Context: an optimization exercise on an open-source flow, tuned for small area and a short achievable clock period. The choices shown serve that exercise and are no tape-out recipe.
Function was checked by simulation only, so behaviour that the tests miss may differ from the original.
No activity file was given, so power comes from the tool's default toggle rates.

==> flow/design.v (excerpt) <==
module CIRCUIT7(a, b, c, d, zero, Clk, Rst, z);
    input Clk, Rst;
    input [31:0] a, b, c, d, zero;
    output [31:0] z;
    wire [31:0] e, f, g, fr, zwire;
    wire gEQz;
    DIV div1(a, b, e, g);      
    DIV div2(c, d, f, fr);     
    COMP #(32) comp1(g, zero, gEQz);
    MUX2x1 #(32) mux1(f, e, gEQz, zwire);
    REG #(32) reg1(zwire, Clk, Rst, z);
endmodule
export LEC_CHECK = 0
export ABC_AREA = 1
export CAP_MARGIN = 20
export CORE_MARGIN = 2
export CORE_UTILIZATION = 50
export CTS_CLUSTER_DIAMETER = 25
export CTS_CLUSTER_SIZE = 4
export SLEW_MARGIN = 20
export SETUP_SLACK_MARGIN = 105
export SKIP_PIN_SWAP = 1
create_clock -name core_clock -period 260.0 [get_ports {Clk}]
standard.sh (not shown) runs the stock make flow with config.mk's settings and CLKGATE_MAP_FILE= SYNTH_SCRIPT=/design/flow/synth_recipe.tcl, a recipe that flattens the netlist after the stock synthesis.
==> flow/flow/run.sh <==
#!/bin/bash
# Standard layout (the standard.sh), with timing repair aiming for extra
# setup slack so that the resizer works on the critical paths although the
# clock is met. Pin swapping is left out of the repair moves.
set -e
cd "$(dirname "$0")/.."
cat >> config.mk <<'EOC'
export SETUP_SLACK_MARGIN = 105
export SKIP_PIN_SWAP = 1
EOC
bash standard.sh > standard.log 2>&1
The first run passed the timing, design-rule and antenna checks.
Then changed:
--- a/flow/flow/run.sh
+++ b/flow/flow/run.sh
@@ -6,5 +6,5 @@
 cd "$(dirname "$0")/.."
 cat >> config.mk <<'EOC'
-export SETUP_SLACK_MARGIN = 105
+export SETUP_SLACK_MARGIN = 118
 export SKIP_PIN_SWAP = 1
 EOC
Settings changed: SETUP_SLACK_MARGIN 105 to 118.
Result: Via count is higher by a few percent; fmax is higher by a few percent; clock-buffer cell count is unchanged; global-route usage is higher by 0.84 points; power is higher by a little under a tenth; wire length is higher by a few percent.
Then changed:
--- a/flow/flow/run.sh
+++ b/flow/flow/run.sh
@@ -6,5 +6,5 @@
 cd "$(dirname "$0")/.."
 cat >> config.mk <<'EOC'
-export SETUP_SLACK_MARGIN = 118
+export SETUP_SLACK_MARGIN = 110
 export SKIP_PIN_SWAP = 1
 EOC
Settings changed: CAP_MARGIN 20 to 70, SETUP_SLACK_MARGIN 118 to 110, SLEW_MARGIN 20 to 70.
Non-clock buffer count fell by 166.
First-iteration DRC count fell by 5.1%.
Count of clock-buffer cells in the layout is unchanged.
Combinational power fell by about 4%.
Final cell count fell by 1.9%.
Then changed:
==> flow/run.sh (new file) <==
#!/bin/bash
# synth_recipe.tcl (not shown) runs the flow's synth.tcl, then flattens the netlist and writes it again
# the make line also repeats each setting of config.mk as NAME=value (left out here)
make -C /OpenROAD-flow-scripts/flow DESIGN_CONFIG=/design/flow/config.mk WORK_HOME=/design/flow/orfs CLKGATE_MAP_FILE= SYNTH_SCRIPT=/design/flow/synth_recipe.tcl finish
Settings changed: CAP_MARGIN 70 to 90, SETUP_SLACK_MARGIN 110 to default, SKIP_PIN_SWAP 1 to default, SLEW_MARGIN 70 to 90.
removed: flow/flow/run.sh
removed: flow/standard.sh
This time the run never finished: it broke off in global routing (GRT-0232).
Synthesized cell count is unchanged.
Area after synthesis does not change.

========
CIRCUIT7 again, from the RTL that the note above started with.
Settings: LEC_CHECK=0, ABC_AREA=1, CAP_MARGIN=20, CORE_MARGIN=2, CORE_UTILIZATION=50, CTS_CLUSTER_DIAMETER=25, CTS_CLUSTER_SIZE=4, SLEW_MARGIN=20, SETUP_SLACK_MARGIN=130; clock period 260.0 ns.
==> flow/flow/run.sh <==
#!/bin/bash
# Standard layout, with timing repair aiming for extra setup slack so that
# the resizer works on the critical paths although the clock is met.
set -e
cd "$(dirname "$0")/.."
echo "export SETUP_SLACK_MARGIN = 130" >> config.mk
bash standard.sh > standard.log 2>&1
Edit:
==> flow/run.sh (new file) <==
#!/bin/bash
# synth_recipe.tcl (not shown) runs the flow's synth.tcl, then flattens the netlist and writes it again
# the make line also repeats each setting of config.mk as NAME=value (left out here)
make -C /OpenROAD-flow-scripts/flow DESIGN_CONFIG=/design/flow/config.mk WORK_HOME=/design/flow/orfs CLKGATE_MAP_FILE= SYNTH_SCRIPT=/design/flow/synth_recipe.tcl finish
Settings changed: CAP_MARGIN 20 to 70, SETUP_SLACK_MARGIN 130 to not set, SLEW_MARGIN 20 to 70.
removed: flow/flow/run.sh
removed: flow/standard.sh
Total power came out lower by 19%. Worst setup slack degrades by 15000 ps. Final cell count came out lower by 8.2%. Hold slack gets worse by 15 ps. Count of clock-buffer cells in the layout stays the same. Sequential power barely changes. Cell area drops by 17%. Utilization came out lower by 11 points. Critical path depth is higher by 13. Via count shrinks by 10%.
Edit:
==> flow/flow/run.sh (new file) <==
#!/bin/bash
# Standard layout (the standard.sh), with timing repair aiming for extra
# setup slack so that the resizer works on the critical paths although the
# clock is met. Pin swapping is left out of the repair moves.
set -e
cd "$(dirname "$0")/.."
cat >> config.mk <<'EOC'
export SETUP_SLACK_MARGIN = 110
export SKIP_PIN_SWAP = 1
EOC
bash standard.sh > standard.log 2>&1
==> flow/standard.sh (new file) <==
#!/bin/bash
# synth_recipe.tcl (not shown) runs the flow's synth.tcl, then flattens the netlist and writes it again
# the make line also repeats each setting of config.mk as NAME=value (left out here)
make -C /OpenROAD-flow-scripts/flow DESIGN_CONFIG=/design/flow/config.mk WORK_HOME=/design/flow/orfs CLKGATE_MAP_FILE= SYNTH_SCRIPT=/design/flow/synth_recipe.tcl "${@:-finish}"
Settings changed: ABC_AREA 1 to not set, CAP_MARGIN 70 to 20, SETUP_SLACK_MARGIN set to 110, SKIP_PIN_SWAP set to 1, SLEW_MARGIN 70 to 20.
removed: flow/run.sh
- power is higher by 33%
- cell count is higher by 8.9%
- final area is higher by 16%
- setup slack improves by 9800 ps
- clock power is lower by 6.3%
- via count is higher by 30%
Edit:
==> flow/run.sh (new file) <==
#!/bin/bash
# synth_recipe.tcl (not shown) runs the flow's synth.tcl, then flattens the netlist and writes it again
# the make line also repeats each setting of config.mk as NAME=value (left out here)
make -C /OpenROAD-flow-scripts/flow DESIGN_CONFIG=/design/flow/config.mk WORK_HOME=/design/flow/orfs CLKGATE_MAP_FILE= SYNTH_SCRIPT=/design/flow/synth_recipe.tcl finish
Settings changed: ABC_AREA set to 1, SETUP_SLACK_MARGIN 110 to not set, SKIP_PIN_SWAP 1 to not set.
removed: flow/flow/run.sh
removed: flow/standard.sh
The changed run went through all stages and came out clean.
Via count shrinks by 24%.
Hold slack got worse by 23 ps.
Routed wire length fell by 37%.
Edit:
==> flow/flow/run.sh (new file) <==
#!/bin/bash
# Standard layout (the standard.sh), with timing repair aiming for extra
# setup slack so that the resizer works on the critical paths although the
# clock is met. Pin swapping is left out of the repair moves.
set -e
cd "$(dirname "$0")/.."
cat >> config.mk <<'EOC'
export SETUP_SLACK_MARGIN = 110
export SKIP_PIN_SWAP = 1
EOC
bash standard.sh > standard.log 2>&1
==> flow/standard.sh (new file) <==
#!/bin/bash
# synth_recipe.tcl (not shown) runs the flow's synth.tcl, then flattens the netlist and writes it again
# the make line also repeats each setting of config.mk as NAME=value (left out here)
make -C /OpenROAD-flow-scripts/flow DESIGN_CONFIG=/design/flow/config.mk WORK_HOME=/design/flow/orfs CLKGATE_MAP_FILE= SYNTH_SCRIPT=/design/flow/synth_recipe.tcl "${@:-finish}"
Settings changed: SETUP_SLACK_MARGIN set to 110, SKIP_PIN_SWAP set to 1.
removed: flow/run.sh
What happened: Routed wire length went up by a few percent; final area went up by a few percent; clock-buffer cell count is unchanged; critical path depth went up by 7; non-clock buffer count went up by 84.
Edit:
==> flow/flow/run.sh (replaced) <==
#!/bin/bash
# Standard layout, with timing repair aiming for extra setup slack so that
# the resizer works on the critical paths although the clock is met.
set -e
cd "$(dirname "$0")/.."
echo "export SETUP_SLACK_MARGIN = 120" >> config.mk
bash standard.sh > standard.log 2>&1
Settings changed: SETUP_SLACK_MARGIN 110 to 120, SKIP_PIN_SWAP 1 to not set.
The changed run completed without violations.
Routed wire length came out higher by 7.3%.
Global-route usage came out higher by 0.91 points.
Sequential cell count stays the same.
Clock-buffer cell count stays the same.
Power came out higher by 11%.
Utilization came out higher by 5.8 points.
Maximum frequency came out higher by 3.1%.
Synthesized cell count is unchanged.

[re-timing with driven ports]
Ports are ideal in the flow. The routed layouts listed here were re-timed in OpenROAD. Step 1: set_driving_cell puts a clkbuf_16 on Clk and a buf_2 on each other input, an assumption about the parent block. Step 2, shift: input delay + t, output delay - t, t = (earliest + latest rising clock arrival at the registers) / 2. This alone moves slack from input paths to output paths. Slacks: ideal ports / drivers / drivers and shift; pairs: ideal ports / drivers.
| run | t, ns | slack for setup (ns) | clock arrival spread, ns |
|---|---|---|---|
| the first run of note 1 | 0.353 | 113.010 / 113.030 / 112.677 | 0.006 / 0.007 |
| the second run of note 1 | 0.356 | 122.410 / 122.439 / 122.083 | 0.007 / 0.008 |
| the third run of note 1 | 0.356 | 116.759 / 116.791 / 116.434 | 0.009 / 0.009 |
| the first run of note 2 | 0.360 | 122.147 / 122.167 / 121.807 | 0.018 / 0.018 |
| the second run of note 2 | 0.354 | 107.165 / 107.197 / 106.843 | 0.009 / 0.010 |
| the third run of note 2 | 0.375 | 117.000 / 117.037 / 116.662 | 0.012 / 0.012 |
| the fourth run of note 2 | 0.354 | 102.337 / 102.358 / 102.004 | 0.009 / 0.009 |
| the fifth run of note 2 | 0.354 | 116.753 / 116.773 / 116.419 | 0.009 / 0.009 |
| the sixth run of note 2 | 0.356 | 121.010 / 121.034 / 120.677 | 0.009 / 0.009 |
After both steps setup and hold are still met in every run listed. The setup slack of the first run of note 2, which loses most, moves by +0.020 ns with the drivers and by -0.340 ns with both steps.
